What follows belongs to an exercise in optimizing a design on an open flow for small area and a short achievable clock period; a production flow would make more cautious choices. At most, simulation tests tie the RTL to the original design; equivalence was not proved. The RTL of runs 2 to 4 was laid out without a check of its function. Power is estimated from default activity; no workload was simulated.

<file path="flow/config.mk">
export PLATFORM = sky130hd
export DESIGN_NAME = cordic
export DESIGN_NICKNAME = cordic
export VERILOG_FILES = /design/flow/design.v
export SDC_FILE = /design/flow/constraint.sdc
export NUM_CORES = 4
export LEC_CHECK = 0
export ABC_AREA = 1
export CAP_MARGIN = 10
export CORE_MARGIN = 2
export CORE_UTILIZATION = 60
export CTS_BUF_LIST = sky130_fd_sc_hd__clkbuf_4 sky130_fd_sc_hd__clkbuf_8
export SETUP_SLACK_MARGIN = 2.9
export SLEW_MARGIN = 10
</file>
<file path="flow/constraint.sdc">
create_clock -name core_clock -period 5.0 [get_ports {clk}]
set_input_delay 1.0000 -clock core_clock [delete_from_list [all_inputs] [get_ports {clk}]]
set_output_delay 1.0000 -clock core_clock [all_outputs]
set_load 0.01 [all_outputs]
</file>
<file path="flow/design.v">
module cordic (
    input wire signed [31:0] angle,
    input wire clk, reset,
    output wire signed [31:0] x, y
);
reg [2:0] vcnt;
always @(posedge clk)
    if (reset) vcnt <= 3'd0;
    else if (vcnt != 3'd7) vcnt <= vcnt + 3'd1;
wire [15:0] lo = angle[15:0];
wire [12:0] zo;
wire lo_lt16387 = (~lo[15] & ~lo[14]) | (~lo[15] & lo[14] & ~lo[13] & ~lo[12] & ~lo[11] & ~lo[10] & ~lo[9] & ~lo[8] & ~lo[7] & ~lo[6] & ~lo[5] & ~lo[4] & ~lo[3] & ~lo[2] & ~lo[1]) | (~lo[15] & lo[14] & ~lo[13] & ~lo[12] & ~lo[11] & ~lo[10] & ~lo[9] & ~lo[8] & ~lo[7] & ~lo[6] & ~lo[5] & ~lo[4] & ~lo[3] & ~lo[2] & lo[1] & ~lo[0]);
wire lo_lt32769 = (~lo[15]) | (lo[15] & ~lo[14] & ~lo[13] & ~lo[12] & ~lo[11] & ~lo[10] & ~lo[9] & ~lo[8] & ~lo[7] & ~lo[6] & ~lo[5] & ~lo[4] & ~lo[3] & ~lo[2] & ~lo[1] & ~lo[0]);
wire lo_lt49152 = (~lo[15]) | (lo[15] & ~lo[14]);
wire lo_lt17527 = (~lo[15] & ~lo[14]) | (~lo[15] & lo[14] & ~lo[13] & ~lo[12] & ~lo[11] & ~lo[10]) | (~lo[15] & lo[14] & ~lo[13] & ~lo[12] & ~lo[11] & lo[10] & ~lo[9] & ~lo[8] & ~lo[7] & ~lo[6]) | (~lo[15] & lo[14] & ~lo[13] & ~lo[12] & ~lo[11] & lo[10] & ~lo[9] & ~lo[8] & ~lo[7] & lo[6] & ~lo[5]) | (~lo[15] & lo[14] & ~lo[13] & ~lo[12] & ~lo[11] & lo[10] & ~lo[9] & ~lo[8] & ~lo[7] & lo[6] & lo[5] & ~lo[4]) | (~lo[15] & lo[14] & ~lo[13] & ~lo[12] & ~lo[11] & lo[10] & ~lo[9] & ~lo[8] & ~lo[7] & lo[6] & lo[5] & lo[4] & ~lo[3] & ~lo[2]) | (~lo[15] & lo[14] & ~lo[13] & ~lo[12] & ~lo[11] & lo[10] & ~lo[9] & ~lo[8] & ~lo[7] & lo[6] & lo[5] & lo[4] & ~lo[3] & lo[2] & ~lo[1]) | (~lo[15] & lo[14] & ~lo[13] & ~lo[12] & ~lo[11] & lo[10] & ~lo[9] & ~lo[8] & ~lo[7] & lo[6] & lo[5] & lo[4] & ~lo[3] & lo[2] & lo[1] & ~lo[0]);
wire lo_lt8192 = (~lo[15] & ~lo[14] & ~lo[13]);
wire lo_lt24577 = (~lo[15] & ~lo[14]) | (~lo[15] & lo[14] & ~lo[13]) | (~lo[15] & lo[14] & lo[13] & ~lo[12] & ~lo[11] & ~lo[10] & ~lo[9] & ~lo[8] & ~lo[7] & ~lo[6] & ~lo[5] & ~lo[4] & ~lo[3] & ~lo[2] & ~lo[1] & ~lo[0]);
wire lo_lt40960 = (~lo[15]) | (lo[15] & ~lo[14] & ~lo[13]);
wire lo_lt57344 = (~lo[15]) | (lo[15] & ~lo[14]) | (lo[15] & lo[14] & ~lo[13]);
wire lo_lt3362 = (~lo[15] & ~lo[14] & ~lo[13] & ~lo[12] & ~lo[11]) | (~lo[15] & ~lo[14] & ~lo[13] & ~lo[12] & lo[11] & ~lo[10]) | (~lo[15] & ~lo[14] & ~lo[13] & ~lo[12] & lo[11] & lo[10] & ~lo[9] & ~lo[8]) | (~lo[15] & ~lo[14] & ~lo[13] & ~lo[12] & lo[11] & lo[10] & ~lo[9] & lo[8] & ~lo[7] & ~lo[6] & ~lo[5]) | (~lo[15] & ~lo[14] & ~lo[13] & ~lo[12] & lo[11] & lo[10] & ~lo[9] & lo[8] & ~lo[7] & ~lo[6] & lo[5] & ~lo[4] & ~lo[3] & ~lo[2] & ~lo[1]);
wire lo_lt29407 = (~lo[15] & ~lo[14]) | (~lo[15] & lo[14] & ~lo[13]) | (~lo[15] & lo[14] & lo[13] & ~lo[12]) | (~lo[15] & lo[14] & lo[13] & lo[12] & ~lo[11] & ~lo[10] & ~lo[9]) | (~lo[15] & lo[14] & lo[13] & lo[12] & ~lo[11] & ~lo[10] & lo[9] & ~lo[8] & ~lo[7]) | (~lo[15] & lo[14] & lo[13] & lo[12] & ~lo[11] & ~lo[10] & lo[9] & ~lo[8] & lo[7] & ~lo[6]) | (~lo[15] & lo[14] & lo[13] & lo[12] & ~lo[11] & ~lo[10] & lo[9] & ~lo[8] & lo[7] & lo[6] & ~lo[5] & ~lo[4]) | (~lo[15] & lo[14] & lo[13] & lo[12] & ~lo[11] & ~lo[10] & lo[9] & ~lo[8] & lo[7] & lo[6] & ~lo[5] & lo[4] & ~lo[3]) | (~lo[15] & lo[14] & lo[13] & lo[12] & ~lo[11] & ~lo[10] & lo[9] & ~lo[8] & lo[7] & lo[6] & ~lo[5] & lo[4] & lo[3] & ~lo[2]) | (~lo[15] & lo[14] & lo[13] & lo[12] & ~lo[11] & ~lo[10] & lo[9] & ~lo[8] & lo[7] & lo[6] & ~lo[5] & lo[4] & lo[3] & lo[2] & ~lo[1]) | (~lo[15] & lo[14] & lo[13] & lo[12] & ~lo[11] & ~lo[10] & lo[9] & ~lo[8] & lo[7] & lo[6] & ~lo[5] & lo[4] & lo[3] & lo[2] & lo[1] & ~lo[0]);
wire lo_lt36130 = (~lo[15]) | (lo[15] & ~lo[14] & ~lo[13] & ~lo[12] & ~lo[11]) | (lo[15] & ~lo[14] & ~lo[13] & ~lo[12] & lo[11] & ~lo[10]) | (lo[15] & ~lo[14] & ~lo[13] & ~lo[12] & lo[11] & lo[10] & ~lo[9] & ~lo[8]) | (lo[15] & ~lo[14] & ~lo[13] & ~lo[12] & lo[11] & lo[10] & ~lo[9] & lo[8] & ~lo[7] & ~lo[6] & ~lo[5]) | (lo[15] & ~lo[14] & ~lo[13] & ~lo[12] & lo[11] & lo[10] & ~lo[9] & lo[8] & ~lo[7] & ~lo[6] & lo[5] & ~lo[4] & ~lo[3] & ~lo[2] & ~lo[1]);
wire lo_lt62174 = (~lo[15]) | (lo[15] & ~lo[14]) | (lo[15] & lo[14] & ~lo[13]) | (lo[15] & lo[14] & lo[13] & ~lo[12]) | (lo[15] & lo[14] & lo[13] & lo[12] & ~lo[11] & ~lo[10] & ~lo[9]) | (lo[15] & lo[14] & lo[13] & lo[12] & ~lo[11] & ~lo[10] & lo[9] & ~lo[8] & ~lo[7]) | (lo[15] & lo[14] & lo[13] & lo[12] & ~lo[11] & ~lo[10] & lo[9] & ~lo[8] & lo[7] & ~lo[6]) | (lo[15] & lo[14] & lo[13] & lo[12] & ~lo[11] & ~lo[10] & lo[9] & ~lo[8] & lo[7] & lo[6] & ~lo[5] & ~lo[4]) | (lo[15] & lo[14] & lo[13] & lo[12] & ~lo[11] & ~lo[10] & lo[9] & ~lo[8] & lo[7] & lo[6] & ~lo[5] & lo[4] & ~lo[3]) | (lo[15] & lo[14] & lo[13] & lo[12] & ~lo[11] & ~lo[10] & lo[9] & ~lo[8] & lo[7] & lo[6] & ~lo[5] & lo[4] & lo[3] & ~lo[2]) | (lo[15] & lo[14] & lo[13] & lo[12] & ~lo[11] & ~lo[10] & lo[9] & ~lo[8] & lo[7] & lo[6] & ~lo[5] & lo[4] & lo[3] & lo[2] & ~lo[1]);
wire lo_lt13022 = (~lo[15] & ~lo[14] & ~lo[13]) | (~lo[15] & ~lo[14] & lo[13] & ~lo[12]) | (~lo[15] & ~lo[14] & lo[13] & lo[12] & ~lo[11] & ~lo[10] & ~lo[9]) | (~lo[15] & ~lo[14] & lo[13] & lo[12] & ~lo[11] & ~lo[10] & lo[9] & ~lo[8] & ~lo[7]) | (~lo[15] & ~lo[14] & lo[13] & lo[12] & ~lo[11] & ~lo[10] & lo[9] & ~lo[8] & lo[7] & ~lo[6]) | (~lo[15] & ~lo[14] & lo[13] & lo[12] & ~lo[11] & ~lo[10] & lo[9] & ~lo[8] & lo[7] & lo[6] & ~lo[5] & ~lo[4]) | (~lo[15] & ~lo[14] & lo[13] & lo[12] & ~lo[11] & ~lo[10] & lo[9] & ~lo[8] & lo[7] & lo[6] & ~lo[5] & lo[4] & ~lo[3]) | (~lo[15] & ~lo[14] & lo[13] & lo[12] & ~lo[11] & ~lo[10] & lo[9] & ~lo[8] & lo[7] & lo[6] & ~lo[5] & lo[4] & lo[3] & ~lo[2]) | (~lo[15] & ~lo[14] & lo[13] & lo[12] & ~lo[11] & ~lo[10] & lo[9] & ~lo[8] & lo[7] & lo[6] & ~lo[5] & lo[4] & lo[3] & lo[2] & ~lo[1]);
wire lo_lt19747 = (~lo[15] & ~lo[14]) | (~lo[15] & lo[14] & ~lo[13] & ~lo[12] & ~lo[11]) | (~lo[15] & lo[14] & ~lo[13] & ~lo[12] & lo[11] & ~lo[10]) | (~lo[15] & lo[14] & ~lo[13] & ~lo[12] & lo[11] & lo[10] & ~lo[9] & ~lo[8]) | (~lo[15] & lo[14] & ~lo[13] & ~lo[12] & lo[11] & lo[10] & ~lo[9] & lo[8] & ~lo[7] & ~lo[6] & ~lo[5]) | (~lo[15] & lo[14] & ~lo[13] & ~lo[12] & lo[11] & lo[10] & ~lo[9] & lo[8] & ~lo[7] & ~lo[6] & lo[5] & ~lo[4] & ~lo[3] & ~lo[2] & ~lo[1]) | (~lo[15] & lo[14] & ~lo[13] & ~lo[12] & lo[11] & lo[10] & ~lo[9] & lo[8] & ~lo[7] & ~lo[6] & lo[5] & ~lo[4] & ~lo[3] & ~lo[2] & lo[1] & ~lo[0]);
wire lo_lt45790 = (~lo[15]) | (lo[15] & ~lo[14] & ~lo[13]) | (lo[15] & ~lo[14] & lo[13] & ~lo[12]) | (lo[15] & ~lo[14] & lo[13] & lo[12] & ~lo[11] & ~lo[10] & ~lo[9]) | (lo[15] & ~lo[14] & lo[13] & lo[12] & ~lo[11] & ~lo[10] & lo[9] & ~lo[8] & ~lo[7]) | (lo[15] & ~lo[14] & lo[13] & lo[12] & ~lo[11] & ~lo[10] & lo[9] & ~lo[8] & lo[7] & ~lo[6]) | (lo[15] & ~lo[14] & lo[13] & lo[12] & ~lo[11] & ~lo[10] & lo[9] & ~lo[8] & lo[7] & lo[6] & ~lo[5] & ~lo[4]) | (lo[15] & ~lo[14] & lo[13] & lo[12] & ~lo[11] & ~lo[10] & lo[9] & ~lo[8] & lo[7] & lo[6] & ~lo[5] & lo[4] & ~lo[3]) | (lo[15] & ~lo[14] & lo[13] & lo[12] & ~lo[11] & ~lo[10] & lo[9] & ~lo[8] & lo[7] & lo[6] & ~lo[5] & lo[4] & lo[3] & ~lo[2]) | (lo[15] & ~lo[14] & lo[13] & lo[12] & ~lo[11] & ~lo[10] & lo[9] & ~lo[8] & lo[7] & lo[6] & ~lo[5] & lo[4] & lo[3] & lo[2] & ~lo[1]);
wire lo_lt52514 = (~lo[15]) | (lo[15] & ~lo[14]) | (lo[15] & lo[14] & ~lo[13] & ~lo[12] & ~lo[11]) | (lo[15] & lo[14] & ~lo[13] & ~lo[12] & lo[11] & ~lo[10]) | (lo[15] & lo[14] & ~lo[13] & ~lo[12] & lo[11] & lo[10] & ~lo[9] & ~lo[8]) | (lo[15] & lo[14] & ~lo[13] & ~lo[12] & lo[11] & lo[10] & ~lo[9] & lo[8] & ~lo[7] & ~lo[6] & ~lo[5]) | (lo[15] & lo[14] & ~lo[13] & ~lo[12] & lo[11] & lo[10] & ~lo[9] & lo[8] & ~lo[7] & ~lo[6] & lo[5] & ~lo[4] & ~lo[3] & ~lo[2] & ~lo[1]);
wire t_m1298 = (~zo[12] & ~zo[11]) | (~zo[12] & zo[11] & ~zo[10] & ~zo[9]) | (~zo[12] & zo[11] & ~zo[10] & zo[9] & ~zo[8] & ~zo[7]) | (~zo[12] & zo[11] & ~zo[10] & zo[9] & ~zo[8] & zo[7] & ~zo[6]) | (~zo[12] & zo[11] & ~zo[10] & zo[9] & ~zo[8] & zo[7] & zo[6] & ~zo[5]) | (~zo[12] & zo[11] & ~zo[10] & zo[9] & ~zo[8] & zo[7] & zo[6] & zo[5] & ~zo[4] & ~zo[3]) | (~zo[12] & zo[11] & ~zo[10] & zo[9] & ~zo[8] & zo[7] & zo[6] & zo[5] & ~zo[4] & zo[3] & ~zo[2]) | (~zo[12] & zo[11] & ~zo[10] & zo[9] & ~zo[8] & zo[7] & zo[6] & zo[5] & ~zo[4] & zo[3] & zo[2] & ~zo[1]);
wire t_p1298 = (~zo[12]) | (zo[12] & ~zo[11] & ~zo[10]) | (zo[12] & ~zo[11] & zo[10] & ~zo[9] & ~zo[8]) | (zo[12] & ~zo[11] & zo[10] & ~zo[9] & zo[8] & ~zo[7] & ~zo[6] & ~zo[5] & ~zo[4]) | (zo[12] & ~zo[11] & zo[10] & ~zo[9] & zo[8] & ~zo[7] & ~zo[6] & ~zo[5] & zo[4] & ~zo[3] & ~zo[2] & ~zo[1]);
wire t_m1949 = (~zo[12] & ~zo[11]) | (~zo[12] & zo[11] & ~zo[10] & ~zo[9] & ~zo[8] & ~zo[7] & ~zo[6]) | (~zo[12] & zo[11] & ~zo[10] & ~zo[9] & ~zo[8] & ~zo[7] & zo[6] & ~zo[5]) | (~zo[12] & zo[11] & ~zo[10] & ~zo[9] & ~zo[8] & ~zo[7] & zo[6] & zo[5] & ~zo[4] & ~zo[3] & ~zo[2] & ~zo[1]) | (~zo[12] & zo[11] & ~zo[10] & ~zo[9] & ~zo[8] & ~zo[7] & zo[6] & zo[5] & ~zo[4] & ~zo[3] & ~zo[2] & zo[1] & ~zo[0]);
wire t_m647 = (~zo[12] & ~zo[11]) | (~zo[12] & zo[11] & ~zo[10]) | (~zo[12] & zo[11] & zo[10] & ~zo[9] & ~zo[8]) | (~zo[12] & zo[11] & zo[10] & ~zo[9] & zo[8] & ~zo[7] & ~zo[6]) | (~zo[12] & zo[11] & zo[10] & ~zo[9] & zo[8] & ~zo[7] & zo[6] & ~zo[5]) | (~zo[12] & zo[11] & zo[10] & ~zo[9] & zo[8] & ~zo[7] & zo[6] & zo[5] & ~zo[4]) | (~zo[12] & zo[11] & zo[10] & ~zo[9] & zo[8] & ~zo[7] & zo[6] & zo[5] & zo[4] & ~zo[3]) | (~zo[12] & zo[11] & zo[10] & ~zo[9] & zo[8] & ~zo[7] & zo[6] & zo[5] & zo[4] & zo[3] & ~zo[2] & ~zo[1] & ~zo[0]);
wire t_p647 = (~zo[12]) | (zo[12] & ~zo[11] & ~zo[10] & ~zo[9]) | (zo[12] & ~zo[11] & ~zo[10] & zo[9] & ~zo[8] & ~zo[7]) | (zo[12] & ~zo[11] & ~zo[10] & zo[9] & ~zo[8] & zo[7] & ~zo[6] & ~zo[5] & ~zo[4] & ~zo[3] & ~zo[2]) | (zo[12] & ~zo[11] & ~zo[10] & zo[9] & ~zo[8] & zo[7] & ~zo[6] & ~zo[5] & ~zo[4] & ~zo[3] & zo[2] & ~zo[1]) | (zo[12] & ~zo[11] & ~zo[10] & zo[9] & ~zo[8] & zo[7] & ~zo[6] & ~zo[5] & ~zo[4] & ~zo[3] & zo[2] & zo[1] & ~zo[0]);
wire t_p1949 = (~zo[12]) | (zo[12] & ~zo[11] & ~zo[10]) | (zo[12] & ~zo[11] & zo[10] & ~zo[9]) | (zo[12] & ~zo[11] & zo[10] & zo[9] & ~zo[8]) | (zo[12] & ~zo[11] & zo[10] & zo[9] & zo[8] & ~zo[7]) | (zo[12] & ~zo[11] & zo[10] & zo[9] & zo[8] & zo[7] & ~zo[6] & ~zo[5] & ~zo[4]) | (zo[12] & ~zo[11] & zo[10] & zo[9] & zo[8] & zo[7] & ~zo[6] & ~zo[5] & zo[4] & ~zo[3]) | (zo[12] & ~zo[11] & zo[10] & zo[9] & zo[8] & zo[7] & ~zo[6] & ~zo[5] & zo[4] & zo[3] & ~zo[2]) | (zo[12] & ~zo[11] & zo[10] & zo[9] & zo[8] & zo[7] & ~zo[6] & ~zo[5] & zo[4] & zo[3] & zo[2] & ~zo[1] & ~zo[0]);
wire s   = angle[31];
wire h0  = angle[16];
wire zr  = (angle[30:17] == 14'd0);
wire in_r = ~s & zr & ~h0;
wire h1   = ~s & zr & h0;
wire sneg = (~s & ~zr) | (s & zr & ~h0) | (h1 & ~lo_lt17527);
wire spos = s & ~(zr & ~h0);
wire qa = lo_lt16387;
wire qb = ~lo_lt16387 & lo_lt32769;
wire qc = ~lo_lt32769 & lo_lt49152;
wire qd = ~lo_lt49152;
wire selA = ~in_r | qa;
wire d1 = (selA & lo_lt8192) | (in_r & qb & ~lo_lt24577) | (in_r & qc & lo_lt40960) | (in_r & qd & ~lo_lt57344);
wire d2y = (selA & lo_lt3362) | (in_r & qb & ~lo_lt29407) | (in_r & qc & lo_lt36130) | (in_r & qd & ~lo_lt62174);
wire d2n = (selA & lo_lt13022) | (in_r & qb & ~lo_lt19747) | (in_r & qc & lo_lt45790) | (in_r & qd & ~lo_lt52514);
wire d2 = d1 ? d2y : d2n;
wire qb_s = qb & ~lo[15];                    
wire neg = in_r & (qb_s | qd);
wire [2:0] cls = sneg ? 3'b110 : spos ? 3'b111 : h1 ? 3'b101 :
                 (qa ? 3'b000 : qb_s ? 3'b001 : qc ? 3'b010 : qd ? 3'b011 : 3'b100);
reg [14:0] lop_1;
reg [1:0] d_1;
reg [2:0] cls_1;
always @(posedge clk) begin
    lop_1 <= lo[14:0] ^ {15{neg}};
    d_1   <= {d2, d1};
    cls_1 <= cls;
end
wire cin = (cls_1 == 3'b001);
wire [12:0] k3 = d_1[0] ? (d_1[1] ? 13'd7386 : 13'd2274) : (d_1[1] ? 13'd5918 : 13'd806);
reg [12:0] z3_2;
reg [1:0] d_2;
reg [2:0] cls_2;
always @(posedge clk) begin
    z3_2  <= lop_1[12:0] + {12'd0, cin} + k3;
    d_2   <= d_1;
    cls_2 <= cls_1;
end
assign zo = {~z3_2[12], z3_2[11:0]};       
wire d3 = z3_2[12];
wire d4 = d3 ? t_m1298 : t_p1298;
wire d5 = d3 ? (d4 ? t_m1949 : t_m647) : (d4 ? t_p647 : t_p1949);
wire sat = cls_2[2] & cls_2[1];
wire f   = cls_2[2] & (cls_2[1] ^ cls_2[0]);
wire [1:0] q = cls_2[2] ? {cls_2[1] | cls_2[0], 1'b1} : cls_2[1:0];
reg [7:0] code_3, code_4, code_5, code_6, code_7;
always @(posedge clk) begin
    code_3 <= {q, {d5 ^ d4, d4 ^ d3, d3 ^ d_2[1], d_2[1] ^ d_2[0], d_2[0]} & {5{~sat}}, f};
    code_4 <= code_3;
    code_5 <= code_4;
    code_6 <= code_5;
    code_7 <= code_6;
end
wire [9:0] x6, y6, nzx, nzy;
cordic_tab tab (.d(code_7[5:0]), .xo(x6), .yo(y6), .nx(nzx), .ny(nzy));
wire negx = code_7[6] ^ code_7[7];
wire negy = code_7[7] ^ code_7[0];          
wire [9:0] tx = x6 ^ (nzx & {10{negx}});
wire [9:0] ty = y6 ^ (nzy & {10{negy}});
reg [9:0] xr, yr;
always @(posedge clk) begin
    if (reset || vcnt != 3'd7) begin
        xr <= 10'd0;
        yr <= 10'd0;
    end else begin
        xr <= tx;
        yr <= ty;
    end
end
assign x = {{22{xr[9]}}, xr};
assign y = {{22{yr[9]}}, yr};
endmodule
module cordic_tab(d, xo, yo, nx, ny);
  input [5:0] d;
  wire [5:0] d;
  output [9:0] xo;
  wire [9:0] xo;
  output [9:0] yo;
  wire [9:0] yo;
  output [9:0] nx;
  wire [9:0] nx;
  output [9:0] ny;
  wire [9:0] ny;
  wire _000_;
  wire _001_;
  wire _002_;
  wire _003_;
  wire _004_;
  wire _005_;
  wire _006_;
  wire _007_;
  wire _008_;
  wire _009_;
  wire _010_;
  wire _011_;
  wire _012_;
  wire _013_;
  wire _014_;
  wire _015_;
  wire _016_;
  wire _017_;
  wire _018_;
  wire _019_;
  wire _020_;
  wire _021_;
  wire _022_;
  wire _023_;
  wire _024_;
  wire _025_;
  wire _026_;
  wire _027_;
  wire _028_;
  wire _029_;
  wire _030_;
  wire _031_;
  wire _032_;
  wire _033_;
  wire _034_;
  wire _035_;
  wire _036_;
  wire _037_;
  wire _038_;
  wire _039_;
  wire _040_;
  wire _041_;
  wire _042_;
  wire _043_;
  wire _044_;
  wire _045_;
  wire _046_;
  wire _047_;
  wire _048_;
  wire _049_;
  wire _050_;
  wire _051_;
  wire _052_;
  wire _053_;
  wire _054_;
  wire _055_;
  wire _056_;
  wire _057_;
  wire _058_;
  wire _059_;
  wire _060_;
  wire _061_;
  wire _062_;
  wire _063_;
  wire _064_;
  wire _065_;
  wire _066_;
  wire _067_;
  wire _068_;
  wire _069_;
  wire _070_;
  wire _071_;
  wire _072_;
  wire _073_;
  wire _074_;
  wire _075_;
  wire _076_;
  wire _077_;
  wire _078_;
  wire _079_;
  wire _080_;
  wire _081_;
  wire _082_;
  wire _083_;
  wire _084_;
  wire _085_;
  wire _086_;
  wire _087_;
  wire _088_;
  wire _089_;
  wire _090_;
  wire _091_;
  wire _092_;
  wire _093_;
  wire _094_;
  wire _095_;
  wire _096_;
  wire _097_;
  wire _098_;
  wire _099_;
  wire _100_;
  wire _101_;
  wire _102_;
  wire _103_;
  wire _104_;
  wire _105_;
  wire _106_;
  wire _107_;
  wire _108_;
  wire _109_;
  wire _110_;
  wire _111_;
  wire _112_;
  wire _113_;
  wire _114_;
  wire _115_;
  wire _116_;
  wire _117_;
  wire _118_;
  wire _119_;
  wire _120_;
  wire _121_;
  wire _122_;
  wire _123_;
  wire _124_;
  wire _125_;
  assign _018_ = d[4] ? _092_ : _017_;
  assign _019_ = _081_ ^ _073_;
  assign _020_ = d[3] ? _106_ : _082_;
  assign _021_ = _076_ ? _019_ : _020_;
  assign xo[4] = _072_ ? _018_ : _021_;
  assign _022_ = _098_ ? _089_ : _015_;
  assign _023_ = _073_ ? d[2] : _022_;
  assign _024_ = _074_ ^ _073_;
  assign _025_ = d[3] ? _082_ : _086_;
  assign _026_ = _076_ ? _024_ : _025_;
  assign xo[3] = _072_ ? _023_ : _026_;
  assign _027_ = _073_ ? d[1] : _106_;
  assign _028_ = _076_ ? _073_ : _027_;
  assign _029_ = _098_ & ~(_015_);
  assign _030_ = d[0] ? d[2] : _081_;
  assign _031_ = _073_ ? _029_ : _030_;
  assign _032_ = d[0] | ~(d[1]);
  assign _033_ = d[2] ? _032_ : _015_;
  assign _034_ = _120_ ? _089_ : _098_;
  assign _035_ = _073_ ? _033_ : _034_;
  assign _036_ = _076_ ? _031_ : _035_;
  assign xo[2] = d[5] ? _028_ : _036_;
  assign _037_ = _093_ & _078_;
  assign _038_ = d[3] ? _106_ : _074_;
  assign _039_ = _076_ ? _037_ : _038_;
  assign _040_ = _039_ & ~(_072_);
  assign _041_ = ~(d[2] & d[1]);
  assign _042_ = _041_ | _073_;
  assign _043_ = _042_ | _120_;
  assign _044_ = _041_ & ~(_104_);
  assign _045_ = _110_ | d[5];
  assign _046_ = _045_ | _044_;
  assign _047_ = _043_ & ~(_046_);
  assign xo[1] = _047_ | _040_;
  assign _048_ = d[3] ? _106_ : _086_;
  assign _049_ = _084_ & ~(_113_);
  assign nx[1] = d[4] ? _048_ : _049_;
  assign _050_ = d[3] & ~(_085_);
  assign _051_ = _076_ ? _050_ : _038_;
  assign _052_ = _073_ ? _081_ : _085_;
  assign _053_ = _076_ ? _011_ : _052_;
  assign yo[4] = _072_ ? _051_ : _053_;
  assign _054_ = _093_ & ~(_006_);
  assign _055_ = _081_ & ~(_100_);
  assign _056_ = _055_ | _007_;
  assign yo[6] = _056_ | _054_;
  assign _057_ = d[3] ? _041_ : _086_;
  assign _058_ = _076_ ? _019_ : _057_;
  assign _059_ = d[2] | d[3];
  assign _060_ = ~(_059_ & _078_);
  assign _061_ = _076_ ? _037_ : _060_;
  assign yo[5] = _072_ ? _058_ : _061_;
  assign ny[6] = _042_ | _003_;
  assign _062_ = _073_ ? _098_ : _084_;
  assign _063_ = d[4] ? _086_ : _062_;
  assign _064_ = _073_ ? _098_ : _086_;
  assign _065_ = d[4] ? _064_ : _062_;
  assign yo[7] = _072_ ? _063_ : _065_;
  assign _066_ = _059_ | d[1];
  assign _067_ = _066_ | d[4];
  assign _068_ = _074_ | ~(_102_);
  assign ny[4] = _072_ ? _067_ : _068_;
  assign _069_ = ~(_102_ & _009_);
  assign ny[3] = _072_ ? _067_ : _069_;
  assign nx[6] = _003_ | _109_;
  assign _070_ = _085_ | _073_;
  assign _071_ = d[4] ? _070_ : _066_;
  assign ny[2] = _072_ ? _005_ : _071_;
  assign _072_ = ~d[5];
  assign _073_ = ~d[3];
  assign _074_ = d[2] ^ d[1];
  assign _075_ = _073_ ? d[2] : _074_;
  assign _076_ = ~d[4];
  assign _077_ = _074_ ^ d[3];
  assign _078_ = d[1] | ~(d[3]);
  assign _079_ = _078_ & _074_;
  assign _080_ = _076_ ? _077_ : _079_;
  assign yo[3] = _072_ ? _075_ : _080_;
  assign _081_ = d[1] & ~(d[2]);
  assign _082_ = ~(d[2] | d[1]);
  assign _083_ = _073_ ? _081_ : _082_;
  assign _084_ = d[2] | ~(d[1]);
  assign _085_ = d[2] & ~(d[1]);
  assign _086_ = _084_ & ~(_085_);
  assign _087_ = d[3] ? d[1] : _086_;
  assign _088_ = _076_ ? _083_ : _087_;
  assign _089_ = ~d[1];
  assign _090_ = _073_ ? _089_ : _085_;
  assign _091_ = _076_ ? _073_ : _090_;
  assign yo[2] = _072_ ? _088_ : _091_;
  assign _092_ = d[3] ? _085_ : _086_;
  assign _093_ = d[3] | ~(d[1]);
  assign _094_ = ~(_093_ & _078_);
  assign _095_ = d[4] ? _092_ : _094_;
  assign _096_ = _085_ | d[4];
  assign yo[1] = d[5] ? _095_ : _096_;
  assign _097_ = _084_ | d[3];
  assign _098_ = ~d[2];
  assign _099_ = d[1] ? d[4] : _098_;
  assign ny[1] = ~(_099_ & _097_);
  assign _100_ = d[4] & ~(d[5]);
  assign yo[9] = ~(_100_ | _097_);
  assign _101_ = _073_ & ~(_100_);
  assign yo[8] = _101_ | _089_;
  assign _102_ = d[4] & d[3];
  assign _103_ = ~(_102_ & _074_);
  assign _104_ = d[0] | d[4];
  assign _105_ = _104_ | _097_;
  assign nx[4] = d[5] ? _103_ : _105_;
  assign _106_ = d[2] & d[1];
  assign _107_ = _106_ | _073_;
  assign _108_ = _107_ | _076_;
  assign _109_ = _078_ | _098_;
  assign _110_ = d[0] & d[4];
  assign _111_ = _110_ & ~(_109_);
  assign _112_ = _105_ & ~(_111_);
  assign nx[3] = d[5] ? _108_ : _112_;
  assign _113_ = d[0] & ~(_093_);
  assign _114_ = _097_ & ~(_113_);
  assign _115_ = d[4] ? _107_ : _114_;
  assign _116_ = _084_ | d[0];
  assign _117_ = d[1] | ~(d[0]);
  assign _118_ = ~(d[0] & d[1]);
  assign _119_ = d[2] ? _117_ : _118_;
  assign _120_ = ~d[0];
  assign _121_ = _098_ ? _120_ : _117_;
  assign _122_ = _073_ ? _119_ : _121_;
  assign _123_ = _076_ ? _116_ : _122_;
  assign nx[2] = d[5] ? _115_ : _123_;
  assign _124_ = d[2] | d[1];
  assign xo[9] = _101_ & ~(_124_);
  assign xo[8] = _101_ | d[1];
  assign _125_ = _073_ ? _098_ : _124_;
  assign _000_ = d[4] ? _074_ : _125_;
  assign _001_ = _073_ ? _098_ : _074_;
  assign _002_ = _076_ ? _125_ : _001_;
  assign xo[7] = _072_ ? _000_ : _002_;
  assign _003_ = ~(d[5] & d[4]);
  assign _004_ = ~(_003_ | _079_);
  assign _005_ = _124_ | d[4];
  assign _006_ = ~(d[2] & d[4]);
  assign _007_ = _072_ & ~(_006_);
  assign _008_ = _007_ | ~(_005_);
  assign xo[6] = _008_ | _004_;
  assign _009_ = d[1] | ~(d[2]);
  assign _010_ = d[3] ? _009_ : _074_;
  assign _011_ = _082_ ^ _073_;
  assign _012_ = d[4] ? _010_ : _011_;
  assign _013_ = d[3] ? d[1] : _098_;
  assign _014_ = _076_ ? _094_ : _013_;
  assign xo[5] = _072_ ? _012_ : _014_;
  assign _015_ = d[0] | d[1];
  assign _016_ = _015_ & ~(_098_);
  assign _017_ = d[3] & ~(_016_);
  assign { ny[9:7], ny[5], ny[0] } = { 3'h7, ny[4], 1'h0 };
  assign { nx[9:7], nx[5], nx[0] } = { 3'h7, nx[4], 1'h0 };
  assign yo[0] = ny[1];
  assign xo[0] = nx[1];
endmodule
</file>
<file path="flow/flow/run.sh">
#!/bin/bash
# Standard ORFS layout, except that the port buffers are plain buffers
# (buf_1) instead of the delay cells buffer_ports picks by default.
set -euo pipefail
export BUFFER_PORTS_ARGS="-buffer_cell sky130_fd_sc_hd__buf_1"
bash standard.sh finish > flow_standard.log 2>&1
</file>
<file path="flow/standard.sh">
#!/bin/bash
# synth_recipe.tcl (not shown) runs the flow's synth.tcl, then flattens the netlist and writes it again
# the make line also repeats each setting of config.mk as NAME=value (left out here)
make -C /OpenROAD-flow-scripts/flow DESIGN_CONFIG=/design/flow/config.mk WORK_HOME=/design/flow/orfs CLKGATE_MAP_FILE= SYNTH_SCRIPT=/design/flow/synth_recipe.tcl "${@:-finish}"
</file>
==> impl_metrics.py, run 1 <==
metrics = {
    "status": {
        "outcome": "complete, no violations",
    },
    "drt": {
        "dr_wl_met3_um": 671,
        "wl_met2_mm": 4.98,
        "drc": 0,
        "wl_met1_mm": 4.52,
        "wire_per_inst_um": 12.5,
        "top_layer": "met4",
        "ant_nets": 0,
        "drtPass1Iterations": 5,
        "routed_via_density": 5.24,
        "vias": 4368,
        "drt_iter0_drc": 210,
        "wirelength_mm": 10.4,
    },
    "sta": {
        "maxSlewViolCount": 0,
        "worstMarginPinSlew_ns": 0.587,
        "setup_tns_ns": 0,
        "setup_viol": 0,
        "rsz0062_at_grt": "true",
        "hold_viol": 0,
        "fin_crit_sh": 0.401,
        "layout_setup_ws_ns": 2.99,
        "skew_ns": 0.0102,
        "slew-limit-headroom": 0.609,
        "period_needed_ns": 2.01,
        "max_freq_mhz": 498,
    },
    "clock_network": {
        "clk_pin_slew_worst_paths_ns": 0.10,
        "cts_max_path_buffers": 2,
        "cts_hold_buf": 0,
        "clk_latency_ns": 0.36,
        "cts_made_buffers": 9,
        "htree_levels": 3,
        "cts_sinks": 99,
        "cts_root_buf": "clkbuf_8",
        "cts_tree": "done",
    },
    "place": {
        "io_buffers": 97,
        "dp_hpwl_mm": 7.88,
        "dpl.cell_count": 814,
        "gp_congestion": 0.931,
        "pre_cts_ws_ns": 2.55,
    },
    "global_route": {
        "grt_util_all_layers": 0.237,
        "antenna_found_initial": 0,
        "gr-total-overflow": 0,
        "grt_pass1_vias": 3872,
        "grt_max_degree": 24,
        "grt_pass1_wl_mm": 17.0,
    },
    "worst_setup_path": {
        "worst_path_max_delay_cell": "dfxtp_4",
        "cp_data_arrival_time_ns": 1.01,
        "worstPathMaxFanout": 23,
        "cp_num_buf_inv": 1,
        "reg2reg_to": "xr[5]$_SDFF_PP0_",
        "cp_slowest_stage_delay_ns": 0.46,
        "setup.worst_path.start": "xr[9]$_SDFF_PP0_",
        "ff2ff_path_depth": 10,
        "cp-endpoint": "x[24]",
        "worstPathCellList": "buf_1",
        "crit_family": "flip-flops",
        "r2r_start": "code_7[2]$_DFF_P_",
        "end_kind": "output pin",
        "setup.worst_path.class": "reg -> out",
        "startpoint_type": "register",
        "r2r_slack_ns": 3.08,
        "cp.depth": 1,
        "crit_required_ns": 4.00,
    },
    "synthesis": {
        "synth_fp_nets": 724,
        "seq_area_frac_synth": 0.395,
        "syn_area_um2": 5020,
        "yosysWarnings": 1,
        "syn_inst": 668,
        "ys_types": 40,
        "ys_ff_latch": 99,
        "avgSynthCellArea_um2": 7.51,
    },
    "floorplan": {
        "die_h_um": 95.5,
        "start_util": 0.614,
        "die_w_um": 95.5,
        "ioPinCount": 98,
        "die-area_um2": 9110,
        "rows": 33,
        "core_um2": 8180,
    },
    "finish": {
        "n_antenna_cell": 0,
        "final_util": 0.661,
        "final_cells": 834,
        "drive_above_1_share": 0.0645,
        "areaGrowthSynthToFinish_pct": 7.68,
        "nets": 780,
    },
    "power": {
        "p_leak_nw": 2.44,
        "powerDensity_nw_per_um2": 290,
        "ir_worst_vdd_mv": 0.220,
        "power_mw": 1.57,
    },
    "min_path": {
        "holdPathStages": 0,
        "min-delay-start": "code_3[1]$_DFF_P_",
        "hp-class": "reg -> reg",
    },
    "job": {
        "drv_cap": 0,
    },
}
==> per-layer routing <==
metal | global-route usage | up-vias
met5 | 0 | -
met4 | 0.0881 | 0
met3 | 0.0530 | 25
met2 | 0.408 | 172
met1 | 0.288 | 1917
li1 | - | 2254
==> where the power goes <==
part | switching (mW) | total, mW | internal (mW) | leakage [nW]
registers | 0.0280 | 0.848 | 0.820 | 0.817
clock network | 0.284 | 0.523 | 0.240 | 0.102
logic | 0.121 | 0.197 | 0.0765 | 1.52
==> stage by stage <==
stage / hold slack, ns / area [um2]
after floorplan: 0.310 / 5020
after global placement: 0.310 / 5110
after detailed placement: 0.312 / 5110
after CTS: 0.330 / 5330
after global routing: 0.328 / 5410
final: 0.328 / 5410
==> sequential cells by signal, summed over array words and instances, names as in the netlist, 3 cells and up <==
name,count
code_7,8
yr,10
lop_1,13
cls_1,3
cls_2,3
xr,10
code_4,8
code_6,8
code_5,8
vcnt,3
code_3,8
z3_2,13
==> cells in the mapped netlist <==
cell	instances	share of area
o311ai_1	1	0.0017
nor3b_1	1	0.0015
o211ai_1	5	0.0075
o22ai_1	2	0.0025
buf_6	2	0.0045
buf_4	46	0.069
nor3_1	7	0.0070
o21ai_1	3	0.0030
a21o_1	1	0.0015
clkbuf_1	3	0.0022
o21bai_1	1	0.0015
nand3_1	39	0.039
nand4_1	5	0.0062
o2111ai_1	2	0.0035
inv_1	66	0.049
o221ai_1	2	0.0035
nand2_1	126	0.094
or2_1	1	0.0012
xnor2_2	2	0.0065
xor2_1	25	0.044
o21ai_0	50	0.050
nand2_2	1	0.0012
nor2_1	78	0.058
o31ai_1	2	0.0030
dfxtp_1	99	0.39
xnor2_1	6	0.010
nand2_4	2	0.0045
inv_2	3	0.0022
nor2_4	1	0.0022
o21ai_2	1	0.0017
buf_2	5	0.0050
o21a_1	1	0.0015
a22oi_1	3	0.0045
a211oi_1	3	0.0045
and2_1	1	0.0012
a31oi_1	2	0.0025
a21oi_1	45	0.045
ha_1	22	0.055
nand3b_1	1	0.0015
nor2_2	2	0.0025
==> cell families (layout without fill, tap and decap cells) <==
family / after synthesis / in the layout / synth area share
XOR/XNOR: 33 / 33 / 0.0606
AO/OA/AOI/OAI: 124 / 124 / 0.137
flip-flops: 99 / 99 / 0.395
adder cells (fa/ha/maj): 22 / 22 / 0.0548
AND/OR/NAND/NOR: 265 / 265 / 0.221
buffers and inverters: 125 / 186 / 0.132
==> worst min-delay path by stage <==
stage,endpoint,slack [ns]
floorplan,code_4[0]$_DFF_P_,0.31
global placement,code_6[5]$_DFF_P_,0.31
detailed placement,code_6[1]$_DFF_P_,0.31
CTS,code_7[3]$_DFF_P_,0.33
global route,code_7[3]$_DFF_P_,0.33
finish,code_4[1]$_DFF_P_,0.33
==> layout by cell type (no fill, tap or decap), drive strengths merged, types with 2 or more instances in the layout <==
master    netlist  layout
a211oi          3       3
clkinvlp        0       2
nor2           81      81
o31ai           2       2
inv            69      71
nor3            7       7
o21ai          54      54
a22oi           3       3
clkinv          0       2
a21oi          45      45
o211ai          5       5
nand3          39      39
o221ai          2       2
o2111ai         2       2
nand4           5       5
o22ai           2       2
clkbuf          3      10
xor2           25      25
buf            53     100
a31oi           2       2
xnor2           8       8
ha             22      22
dfxtp          99      99
nand2         129     129
==> area by class of cell <==
cell class | count | area, um2
clock inverters | 7 | 83.8
repair buffers | 101 | 395
flip-flops and latches | 99 | 2000
clock buffers | 9 | 124
fillers | 771 | 2770
inverters | 69 | 263
multi-input cells | 444 | 2400
well taps | 105 | 131
==> repair_timing <==
item,CTS,global route
resized for setup,8,16
buffers inserted,0,4
endpoints found under the setup margin,59,62
cloned,0,0
==> run 2: changes to the inputs <==
--- a/flow/design.v
+++ b/flow/design.v
@@ -37,6 +37,6 @@
 wire in_r = ~s & zr & ~h0;
 wire h1   = ~s & zr & h0;
-wire sneg = (~s & ~zr) | (s & zr & ~h0) | (h1 & ~lo_lt17527);
-wire spos = s & ~(zr & ~h0);
+wire h1ok = h1 & lo_lt17527;                
+wire f0   = h1 | (~s & ~zr) | (s & zr & ~h0);    
 wire qa = lo_lt16387;
 wire qb = ~lo_lt16387 & lo_lt32769;
@@ -48,17 +48,16 @@
 wire d2n = (selA & lo_lt13022) | (in_r & qb & ~lo_lt19747) | (in_r & qc & lo_lt45790) | (in_r & qd & ~lo_lt52514);
 wire d2 = d1 ? d2y : d2n;
-wire qb_s = qb & ~lo[15];                    
-wire neg = in_r & (qb_s | qd);
-wire [2:0] cls = sneg ? 3'b110 : spos ? 3'b111 : h1 ? 3'b101 :
-                 (qa ? 3'b000 : qb_s ? 3'b001 : qc ? 3'b010 : qd ? 3'b011 : 3'b100);
-reg [14:0] lop_1;
+wire [1:0] qi = {~lo_lt32769, qb | qd};
+wire neg = in_r & qi[0];
+wire [2:0] cls = in_r ? {1'b0, qi} : {1'b1, ~h1ok, f0};
+reg [12:0] lop_1;
 reg [1:0] d_1;
 reg [2:0] cls_1;
 always @(posedge clk) begin
-    lop_1 <= lo[14:0] ^ {15{neg}};
+    lop_1 <= lo[12:0] ^ {13{neg}};
     d_1   <= {d2, d1};
     cls_1 <= cls;
 end
-wire cin = (cls_1 == 3'b001);
+wire cin = (cls_1 == 3'b001);               
 wire [12:0] k3 = d_1[0] ? (d_1[1] ? 13'd7386 : 13'd2274) : (d_1[1] ? 13'd5918 : 13'd806);
 reg [12:0] z3_2;
@@ -75,6 +74,6 @@
 wire d5 = d3 ? (d4 ? t_m1949 : t_m647) : (d4 ? t_p647 : t_p1949);
 wire sat = cls_2[2] & cls_2[1];
-wire f   = cls_2[2] & (cls_2[1] ^ cls_2[0]);
-wire [1:0] q = cls_2[2] ? {cls_2[1] | cls_2[0], 1'b1} : cls_2[1:0];
+wire f   = cls_2[2] & cls_2[0];
+wire [1:0] q = cls_2[1:0] | {2{cls_2[2]}};
 reg [7:0] code_3, code_4, code_5, code_6, code_7;
 always @(posedge clk) begin
--- a/flow/config.mk
+++ b/flow/config.mk
@@ -7,8 +7,8 @@
 export LEC_CHECK = 0
 export ABC_AREA = 1
-export CAP_MARGIN = 10
+export CAP_MARGIN = 20
 export CORE_MARGIN = 2
 export CORE_UTILIZATION = 60
 export CTS_BUF_LIST = sky130_fd_sc_hd__clkbuf_4 sky130_fd_sc_hd__clkbuf_8
-export SETUP_SLACK_MARGIN = 2.9
-export SLEW_MARGIN = 10
+export SETUP_SLACK_MARGIN = 2.85
+export SLEW_MARGIN = 20
==> run 2 against run 1 <==
Compared with the run above:
- clock skew rose by 0.0044 ns
- still clean
- largest power group unchanged
- worst setup slack got worse by 0.15 ns
- final area rose by 0.12%
- clock power down 9.2%
- critical endpoint is now z3_2[10]$_DFF_P_
==> impl_metrics.py, run 2 <==
metrics = {
    "worst_setup_path": {
        "worst_path_max_delay_cell": "dfxtp_1",
        "cp_data_arrival_time_ns": 2.41,
        "ff2ff_path_depth": 9,
        "reg2reg_to": "z3_2[10]$_DFF_P_",
        "crit_required_ns": 5.25,
        "startpoint_type": "register",
        "r2r_start": "cls_1[0]$_DFF_P_",
        "end_kind": "register",
        "worstPathMaxFanout": 3,
        "r2r_slack_ns": 2.84,
        "worstPathCellList": "nor3b_1 > ha_1 > inv_1 > ha_1 > o21ai_2 > a21oi_1 > o21ai_0 > a21oi_1 > xor2_1",
        "cp_slowest_stage_delay_ns": 0.33,
        "setup.worst_path.class": "reg -> reg",
    },
    "finish": {
        "drive_above_1_share": 0.0895,
        "fin_area_um2": 5410,
        "n_antenna_cell": 0,
        "fillerInstances": 719,
        "final_cell_mix": "122 x nand2_1, 95 x buf_1, 91 x dfxtp_1",
        "layout_commonest_cell": "nand2_1",
        "areaGrowthSynthToFinish_pct": 9.00,
        "nets": 776,
        "final_util": 0.665,
        "largestRegisters": "lop_1 x13, z3_2 x13",
    },
    "clock_network": {
        "clk_pin_slew_worst_paths_ns": 0.10,
        "cts_tree": "done",
        "htree_levels": 3,
        "cts_root_buf": "clkbuf_8",
        "cts_max_path_buffers": 2,
        "cts_made_buffers": 9,
        "cts_hold_buf": 0,
        "clk_latency_ns": 0.36,
        "cts_sinks": 99,
    },
    "floorplan": {
        "die_w_um": 95.0,
        "ioPinCount": 98,
        "start_util": 0.610,
        "die-area_um2": 9020,
        "rows": 33,
        "die_h_um": 95.0,
        "core_um2": 8130,
    },
    "power": {
        "powerDensity_nw_per_um2": 280,
        "p_leak_nw": 2.48,
        "ir_worst_vdd_mv": 0.129,
    },
    "place": {
        "dp_hpwl_mm": 8.14,
        "dpl_cell_area_um2": 5080,
        "gp_congestion": 0.918,
        "io_buffers": 97,
    },
    "sta": {
        "timing.hold.ws_ns": 0.323,
        "fin_crit_sh": 0.432,
        "setup_viol": 0,
        "setup_tns_ns": 0,
        "max_freq_mhz": 463,
        "slew-limit-headroom": 0.474,
        "worstMarginPinSlew_ns": 0.783,
        "maxSlewViolCount": 0,
        "period_needed_ns": 2.16,
        "skew_ns": 0.0146,
        "rsz0062_at_grt": "true",
        "hold_viol": 0,
    },
    "min_path": {
        "hold_end": "code_7[1]$_DFF_P_",
        "min-delay-start": "code_6[1]$_DFF_P_",
        "hp-class": "reg -> reg",
        "holdPathStages": 0,
    },
    "global_route": {
        "grt_max_degree": 24,
        "antenna_found_initial": 0,
        "grt_util_all_layers": 0.241,
        "grt_pass1_wl_mm": 17.1,
        "grt_pass1_vias": 3914,
        "gr-total-overflow": 0,
    },
    "status": {
        "outcome": "complete, no violations",
    },
    "synthesis": {
        "avgSynthCellArea_um2": 7.52,
        "ys_types": 38,
        "yosysMostFrequentCell": "nand2_1",
        "synthTopCellsByCount": "124 x nand2_1, 99 x dfxtp_1, 76 x inv_1",
        "ys_ff_latch": 99,
        "synth_fp_nets": 715,
        "syn_area_um2": 4960,
        "synth_largest_area_cell": "dfxtp_1",
        "yosysWarnings": 1,
        "synth-edff-count": 0,
        "seq_area_frac_synth": 0.399,
        "synthTopCellsByArea": "dfxtp_1 40%, nand2_1 9.4%, buf_4 6.8%, a21oi_1 5.8%, inv_1 5.7%",
        "synth_top_area_frac": 0.399,
        "syn_inst": 660,
        "ys.flop_type": "dfxtp_1",
        "async_flop_share": 0,
    },
    "drt": {
        "vias": 4459,
        "drtPass1Iterations": 5,
        "drt_iter0_drc": 225,
        "wl_met1_mm": 4.33,
        "wl_met2_mm": 5.44,
        "ant_nets": 0,
        "wire_per_inst_um": 13.0,
        "dr_wl_met3_um": 746,
        "top_layer": "met4",
        "routed_via_density": 5.37,
        "wirelength_mm": 10.8,
        "drc": 0,
    },
    "job": {
        "drv_cap": 0,
    },
}
==> run 2: cell count changes after synthesis, sizes merged, moves of 3 or more <==
cell    change
inv         +9
or2         +3
nand4       +4
a211oi      -3
nand3       -8
nand2       -4
a21oi      +13
buf         -3
o21ai      -13
nor2        -9
==> run 2: routing by layer <==
| layer | GRT usage | vias to the layer above |
|---|---|---|
| met5 | 0 | - |
| met4 | 0.104 | 0 |
| met3 | 0.0471 | 29 |
| met2 | 0.435 | 205 |
| met1 | 0.276 | 1996 |
| li1 | - | 2229 |
==> run 2: logic make-up (layout without fill, tap and decap cells) <==
| family | after synthesis | count (layout) | share of synthesized area |
|---|---|---|---|
| flops | 99 | 99 | 0.399 |
| simple gates | 255 | 255 | 0.220 |
| compound gates | 122 | 122 | 0.135 |
| xor+xnor | 30 | 30 | 0.0544 |
| buf+inv | 133 | 199 | 0.139 |
| fa+ha+maj | 21 | 21 | 0.0529 |
==> run 2: layout make-up <==
cell class              instances  area, um2  area share
clock inverters                 7       58.8      0.0109
clock buffers                   9        124      0.0229
multi-input cells             428       2370       0.437
inverters                      78        300      0.0555
well taps                     105        131      0.0243
flip-flops and latches         99       2000       0.370
repair buffers                105        427      0.0788
==> run 2: metrics by stage <==
stage	power, mW	setup slack (ns)	cells
after floorplan	1.00	2.82	660
after global placement	1.05	2.54	808
after detailed placement	1.05	2.47	808
after CTS	1.52	2.72	824
after global routing	1.59	2.71	831
final	1.51	2.84	831
==> run 2: what timing repair did <==
| action | in CTS | in global routing |
|---|---|---|
| gates resized for setup | 7 | 25 |
| pin swaps | 0 | 1 |
| setup endpoints to repair | 58 | 76 |
| setup buffers | 0 | 7 |
==> run 2: worst max path at each step <==
| stage | startpoint | to | slack [ns] | cells after the start |
|---|---|---|---|---|
| finish | cls_1[0]$_DFF_P_ | z3_2[10]$_DFF_P_ | 2.84 | 9 |
| global route | cls_1[0]$_DFF_P_ | z3_2[10]$_DFF_P_ | 2.71 | 9 |
| CTS | cls_1[0]$_DFF_P_ | z3_2[10]$_DFF_P_ | 2.72 | 9 |
| detailed placement | angle[15] | lop_1[10]$_DFF_P_ | 2.47 | 12 |
| global placement | angle[15] | lop_1[10]$_DFF_P_ | 2.54 | 12 |
| floorplan | angle[30] | lop_1[10]$_DFF_P_ | 2.82 | 10 |
==> run 2: report_power, final <==
group	internal (mW)	switching (mW)
clock network	0.190	0.286
logic	0.0740	0.118
registers	0.820	0.0267
total	1.08	0.430
==> run 2: critical path: cells and delay by family, from the launching register on <==
kind,cells,cell delay (ns)
buffers and inverters,1,0.05
and+or+nand+nor,1,0.26
DFF,1,0.33
adders and majority gates,2,0.43
xor gates and xnor gates,1,0.17
AOI/OAI and AO/OA,4,0.82
==> run 3: changes to the inputs <==
--- a/flow/config.mk
+++ b/flow/config.mk
@@ -11,4 +11,4 @@
 export CORE_UTILIZATION = 60
 export CTS_BUF_LIST = sky130_fd_sc_hd__clkbuf_4 sky130_fd_sc_hd__clkbuf_8
-export SETUP_SLACK_MARGIN = 2.85
+export SETUP_SLACK_MARGIN = 2.7
 export SLEW_MARGIN = 20
==> run 3 against run 2 <==
Compared with the run above:
- still clean
- worst setup slack gained 0.051 ns
- hold slack gained 0.0086 ns
- first-iteration DRC count grew 16%
- cell count shrank 0.84%
- synthesized cell count is the same
- via count decreased by 2.0%
- global-route usage is 0.36 points lower
- maximum frequency grew 2.4%
- sequential power hardly changed
- synthesized area unchanged
- wire length shrank 4.7%
- sequential share of layout area up 0.56 points
- largest power group unchanged
==> impl_metrics.py, run 3 <==
metrics = {
    "synthesis": {
        "synth-edff-count": 0,
        "syn_inst": 660,
        "ys_types": 38,
        "synth_largest_area_cell": "dfxtp_1",
        "synthTopCellsByArea": "dfxtp_1 40%, nand2_1 9.4%, buf_4 6.8%, a21oi_1 5.8%, inv_1 5.7%",
        "ys_ff_latch": 99,
        "async_flop_share": 0,
        "yosysWarnings": 1,
        "syn_area_um2": 4960,
        "avgSynthCellArea_um2": 7.52,
        "synth_top_area_frac": 0.399,
        "synth_fp_nets": 715,
        "yosysMostFrequentCell": "nand2_1",
        "seq_area_frac_synth": 0.399,
        "ys.flop_type": "dfxtp_1",
        "synthTopCellsByCount": "124 x nand2_1, 99 x dfxtp_1, 76 x inv_1",
    },
    "worst_setup_path": {
        "crit_family": "compound AO/OA/AOI/OAI gates",
        "worstPathMaxFanout": 9,
        "crit_required_ns": 5.31,
        "cp-endpoint": "xr[5]$_SDFF_PP0_",
        "setup.worst_path.class": "reg -> reg",
        "cp_slowest_stage_delay_ns": 0.46,
        "worst_path_max_delay_cell": "dfxtp_2",
        "reg2reg_to": "xr[5]$_SDFF_PP0_",
        "end_kind": "register",
        "cp_num_buf_inv": 1,
        "cp_data_arrival_time_ns": 2.42,
        "worstPathCellList": "inv_1 > ha_1 > ha_1 > a31o_2 > a21oi_1 > o21ai_0 > a21oi_1",
        "startpoint_type": "register",
        "cp.depth": 7,
        "setup.worst_path.start": "code_7[2]$_DFF_P_",
        "r2r_start": "code_7[2]$_DFF_P_",
        "ff2ff_path_depth": 7,
        "r2r_slack_ns": 2.89,
    },
    "clock_network": {
        "clk_latency_ns": 0.37,
        "post_cts_buffers": 0,
        "cts_root_buf": "clkbuf_8",
        "htree_levels": 3,
        "cts_sinks": 99,
        "clk_pin_slew_worst_paths_ns": 0.10,
        "cts_tree": "done",
        "cts_max_path_buffers": 2,
        "cts_made_buffers": 9,
    },
    "finish": {
        "areaGrowthSynthToFinish_pct": 6.70,
        "regArea_um2": 1990,
        "multi_input_area_um2": 2300,
        "nets": 769,
        "layout_commonest_cell": "nand2_1",
        "final_cell_mix": "124 x nand2_1, 96 x buf_1, 93 x dfxtp_1",
        "n_antenna_cell": 0,
        "fillerInstances": 740,
        "largestRegisters": "lop_1 x13, z3_2 x13",
        "drive_above_1_share": 0.0529,
    },
    "drt": {
        "ant_nets": 0,
        "drt_iter0_drc": 262,
        "routed_via_density": 5.30,
        "vias": 4371,
        "drc": 0,
        "wire_per_inst_um": 12.5,
        "drtPass1Iterations": 5,
        "wirelength_mm": 10.3,
    },
    "power": {
        "powerDensity_nw_per_um2": 290,
        "ir_worst_vdd_mv": 0.149,
        "p_leak_nw": 2.45,
    },
    "sta": {
        "worstMarginPinSlew_ns": 0.791,
        "period_needed_ns": 2.11,
        "timing.hold.ws_ns": 0.331,
        "setup_viol": 0,
        "hold_viol": 0,
        "skew_ns": 0.0157,
        "rsz0062_at_grt": "false",
        "fin_crit_sh": 0.422,
        "max_freq_mhz": 474,
        "slew-limit-headroom": 0.469,
        "setup_tns_ns": 0,
        "maxSlewViolCount": 0,
    },
    "floorplan": {
        "die-area_um2": 9020,
        "die_h_um": 95.0,
        "core_um2": 8130,
        "start_util": 0.610,
        "die_w_um": 95.0,
        "rows": 33,
        "ioPinCount": 98,
    },
    "place": {
        "dp_hpwl_mm": 7.85,
        "gp_congestion": 0.953,
        "io_buffers": 97,
    },
    "min_path": {
        "holdPathStages": 0,
        "min-delay-start": "code_6[1]$_DFF_P_",
        "hp-class": "reg -> reg",
    },
    "global_route": {
        "grt_max_degree": 24,
        "antenna_found_initial": 0,
        "gr-total-overflow": 0,
        "grt_pass1_vias": 3818,
        "grt_pass1_wl_mm": 16.8,
        "grt_util_all_layers": 0.238,
    },
    "status": {
        "outcome": "complete, no violations",
    },
    "job": {
        "drv_cap": 0,
    },
}
[run 3: changes by cell type in the layout (fill, tap and decap cells not counted), sizes merged]
cell,before,now
buf,103,97
clkinv,2,4
clkinvlp,3,1
clkbuf,11,10
[run 3: cell type report]
class,instances,area share
inverters,78,0.0553
clock buffers,9,0.0234
flip-flops and latches,99,0.376
clock inverters,7,0.0151
well taps,105,0.0248
multi-input cells,428,0.435
repair buffers,98,0.0704
[run 3: cells by family (layout without fill, tap and decap cells)]
kind of cell             after synthesis  in the layout  share of synthesized area
AO/OA/AOI/OAI                        122            122                      0.135
XOR/XNOR                              30             30                     0.0544
adder cells (fa/ha/maj)               21             21                     0.0529
buffers and inverters                133            192                      0.139
flip-flops                            99             99                      0.399
AND/OR/NAND/NOR                      255            255                      0.220
[run 3: how the worst min path moves through the flow]
stage / slack [ns] / end
floorplan: 0.31 / code_4[0]$_DFF_P_
global placement: 0.31 / code_5[4]$_DFF_P_
detailed placement: 0.31 / code_6[1]$_DFF_P_
CTS: 0.33 / code_7[4]$_DFF_P_
global route: 0.34 / code_7[1]$_DFF_P_
finish: 0.33 / code_7[1]$_DFF_P_
[run 3: repair_timing]
action,CTS,global route
gates cloned,0,0
setup endpoints to repair,6,42
gates resized for setup,5,6
hold buffers,0,0
[run 3: per-stage QoR]
step | utilization | setup slack [ns] | total power [mW] | std cells | instance area (um2)
final | 0.651 | 2.89 | 1.54 | 824 | 5300
after global placement | 0.623 | 2.55 | 1.04 | 808 | 5070
after floorplan | - | 2.75 | 1.00 | 660 | 4960
after CTS | 0.649 | 2.71 | 1.55 | 824 | 5280
after detailed placement | 0.623 | 2.49 | 1.05 | 808 | 5070
after global routing | 0.651 | 2.73 | 1.62 | 824 | 5300
[run 3: report_power, final]
group / switching [mW] / total (mW) / internal, mW / leakage [nW]
sequential: 0.0262 / 0.848 / 0.822 / 0.815
clock: 0.303 / 0.500 / 0.198 / 0.0990
combinational: 0.115 / 0.188 / 0.0727 / 1.54
total: 0.444 / 1.54 / 1.09 / 2.45
[run 3: per-layer routing]
layer,global-route usage,wire (um),vias up
met5,0,0,-
met4,0.0990,264,0
met3,0.0431,625,28
met2,0.419,5070,191
met1,0.283,4360,1936
li1,-,-,2216
[run 3: worst reg2reg max path, delay by kind of cell, from the launching register on]
family | cells | cell delay (ns)
buffers and inverters | 1 | 0.15
DFF | 1 | 0.46
adders and majority gates | 2 | 0.60
AOI/OAI and AO/OA | 4 | 0.84
==> run 4: changes to the inputs <==
--- a/flow/config.mk
+++ b/flow/config.mk
@@ -11,4 +11,4 @@
 export CORE_UTILIZATION = 60
 export CTS_BUF_LIST = sky130_fd_sc_hd__clkbuf_4 sky130_fd_sc_hd__clkbuf_8
-export SETUP_SLACK_MARGIN = 2.7
+export SETUP_SLACK_MARGIN = 3.0
 export SLEW_MARGIN = 20
==> run 4 against run 3 <==
Compared with the run above:
- sequential power hardly changed
- via count rose by 4.8%
- critical path type is now reg -> out
- critical endpoint is now x[27]
- first-iteration DRC count shrank 1.9%
- non-clock buffer count rose by 28
- wire length rose by 14%
- highest routed layer unchanged
- register-to-register slack gained 0.21 ns
- maximum frequency rose by 4.5%
==> impl_metrics.py, run 4 <==
metrics = {
    "drt": {
        "routed_via_density": 5.37,
        "wire_per_inst_um": 13.8,
        "drc": 0,
        "ant_nets": 0,
        "drt_iter0_drc": 257,
        "drtPass1Iterations": 5,
        "wirelength_mm": 11.8,
        "vias": 4581,
    },
    "finish": {
        "n_antenna_cell": 0,
        "largestRegisters": "lop_1 x13, z3_2 x13",
        "nets": 798,
        "drive_above_1_share": 0.226,
        "layout_commonest_cell": "nand2_1",
        "final_cell_mix": "119 x nand2_1, 90 x dfxtp_1, 69 x inv_1",
        "final_util": 0.742,
        "areaGrowthSynthToFinish_pct": 21.5,
    },
    "worst_setup_path": {
        "setup.worst_path.class": "reg -> out",
        "worstPathCellList": "buf_12 > buf_2",
        "startpoint_type": "register",
        "worstPathMaxFanout": 12,
        "crit_family": "flip-flops",
        "cp_num_buf_inv": 2,
        "cp_slowest_stage_delay_ns": 0.39,
        "worst_path_max_delay_cell": "dfxtp_4",
        "crit_required_ns": 4.00,
        "cp_data_arrival_time_ns": 1.02,
        "end_kind": "output pin",
    },
    "floorplan": {
        "rows": 33,
        "die_w_um": 95.0,
        "start_util": 0.610,
        "ioPinCount": 98,
        "die_h_um": 95.0,
        "die-area_um2": 9020,
        "core_um2": 8130,
    },
    "synthesis": {
        "ys_types": 38,
        "avgSynthCellArea_um2": 7.52,
        "ys_ff_latch": 99,
        "synth_simple_gate_area_frac": 0.220,
        "synth_compound_area_frac": 0.135,
        "yosysWarnings": 1,
        "ys.flop_type": "dfxtp_1",
        "syn_area_um2": 4960,
        "synth_fp_nets": 715,
        "synth_top_family_by_area": "simple AND/OR/NAND/NOR gates",
        "yosysMostFrequentCell": "nand2_1",
        "synthTopCellsByArea": "dfxtp_1 40%, nand2_1 9.4%, buf_4 6.8%, a21oi_1 5.8%, inv_1 5.7%",
        "seq_area_frac_synth": 0.399,
        "synthMuxAreaShare": 0,
        "synthTopCellsByCount": "124 x nand2_1, 99 x dfxtp_1, 76 x inv_1",
        "synth_top_area_frac": 0.399,
        "synth_xor_area_frac": 0.0544,
        "synth_largest_area_cell": "dfxtp_1",
        "async_flop_share": 0,
        "synth_fa_ha_area_frac": 0.0529,
        "synth-edff-count": 0,
        "syn_inst": 660,
    },
    "clock_network": {
        "clk_pin_slew_worst_paths_ns": 0.11,
        "cts_max_path_buffers": 2,
        "clk_latency_ns": 0.36,
        "cts_tree": "done",
        "cts_made_buffers": 9,
        "cts_sinks": 99,
        "cts_root_buf": "clkbuf_8",
        "htree_levels": 3,
    },
    "power": {
        "p_leak_nw": 2.86,
        "power_mw": 1.54,
        "ir_worst_vdd_mv": 0.162,
        "powerDensity_nw_per_um2": 256,
    },
    "global_route": {
        "grt_pass1_wl_mm": 17.8,
        "grt_pass1_vias": 4036,
        "antenna_found_initial": 0,
        "gr-total-overflow": 0,
        "grt_util_all_layers": 0.252,
        "grt_max_degree": 20,
    },
    "place": {
        "pre_cts_ws_ns": 2.43,
        "gp_congestion": 0.975,
        "io_buffers": 97,
        "dp_hpwl_mm": 7.87,
    },
    "sta": {
        "rsz0062_at_grt": "true",
        "max_freq_mhz": 495,
        "maxSlewViolCount": 0,
        "setup_viol": 0,
        "skew_ns": 0.0117,
        "worstMarginPinSlew_ns": 0.853,
        "layout_setup_ws_ns": 2.98,
        "period_needed_ns": 2.02,
        "hold_viol": 0,
        "fin_crit_sh": 0.404,
        "timing.hold.ws_ns": 0.321,
        "setup_tns_ns": 0,
        "slew-limit-headroom": 0.427,
    },
    "job": {
        "drv_cap": 0,
    },
    "status": {
        "outcome": "complete, no violations",
    },
    "min_path": {
        "hp-class": "reg -> reg",
    },
}
-- run 4: worst paths after layout --
check	startpoint	to	slack (ns)	cells past startpoint
max reg2reg	code_7[1]$_DFF_P_	xr[1]$_SDFF_PP0_	3.10	7
min	code_3[1]$_DFF_P_	code_4[1]$_DFF_P_	0.32	0
min reg2reg	code_3[1]$_DFF_P_	code_4[1]$_DFF_P_	0.32	0
max	xr[9]$_SDFF_PP0_	x[27]	2.98	2
-- run 4: cells by family after synthesis --
group | count (synthesis)
flip-flops | 99
buffers and inverters | 133
XOR/XNOR | 30
AND/OR/NAND/NOR | 255
AO/OA/AOI/OAI | 122
adder cells (fa/ha/maj) | 21
-- run 4: area by class of cell --
type,count,area (um2)
Sequential cell,99,2010
Clock inverter,7,65.1
Fill cell,631,2100
Timing Repair Buffer,126,862
Inverter,78,313
Tap cell,105,131
Multi-Input combinational cell,429,2530
Clock buffer,9,124
-- run 4: metrics by stage --
step                instances  instance area, um2
floorplan                 660                5000
global placement          808                5090
detailed placement        808                5090
CTS                       831                5610
global route              853                6030
finish                    853                6030
-- run 4: timing repair --
item | in CTS | in global routing
endpoints found under the setup margin | 83 | 76
gates resized for setup | 75 | 117
buffers inserted | 5 | 21
pin swaps | 1 | 16
gates cloned | 2 | 1
hold buffers | 0 | 0
-- run 4: power breakdown --
part	switching, mW	internal, mW	leakage (nW)
Sequential	0.0268	0.819	0.818
Clock	0.295	0.194	0.0947
Combinational	0.126	0.0818	1.95
-- run 4: metal layers --
metal	global-route usage	share of wire	wire length, um	vias to the layer above
li1	-	-	-	2267
met1	0.285	0.39	4620	2068
met2	0.446	0.51	6050	217
met3	0.0583	0.068	803	29
met4	0.117	0.026	308	0
met5	0	0	0	-

[re-timing with driven ports]
How much do the figures lean on ideal ports? The routed layouts below were timed once more, with nothing changed but the port constraints.
Step 1: set_driving_cell puts a clkbuf_16 on clk and a buf_2 on each other input, an assumption about the parent block.
Step 2 times the ports against the registers' clock, not the clock port: input delays grow and output delays shrink by t, the midpoint of the rising clock arrivals with the driver on.
Three values: ideal, step 1, step 2; two values: the first two.
| run | shift t [ns] | setup WS [ns] | worst data-port slew with drivers (ns) |
|---|---|---|---|
| run 1 | 0.386 | 2.994 / 2.964 / 2.664 | 0.03 |
| run 2 | 0.388 | 2.839 / 2.839 / 2.600 | 0.03 |
| run 3 | 0.397 | 2.890 / 2.875 / 2.544 | 0.04 |
| run 4 | 0.391 | 2.981 / 2.948 / 2.677 | 0.04 |
After both steps setup and hold are still met in every run listed. The setup slack of run 3, which loses most, moves by -0.015 ns with the drivers and by -0.346 ns with both steps.
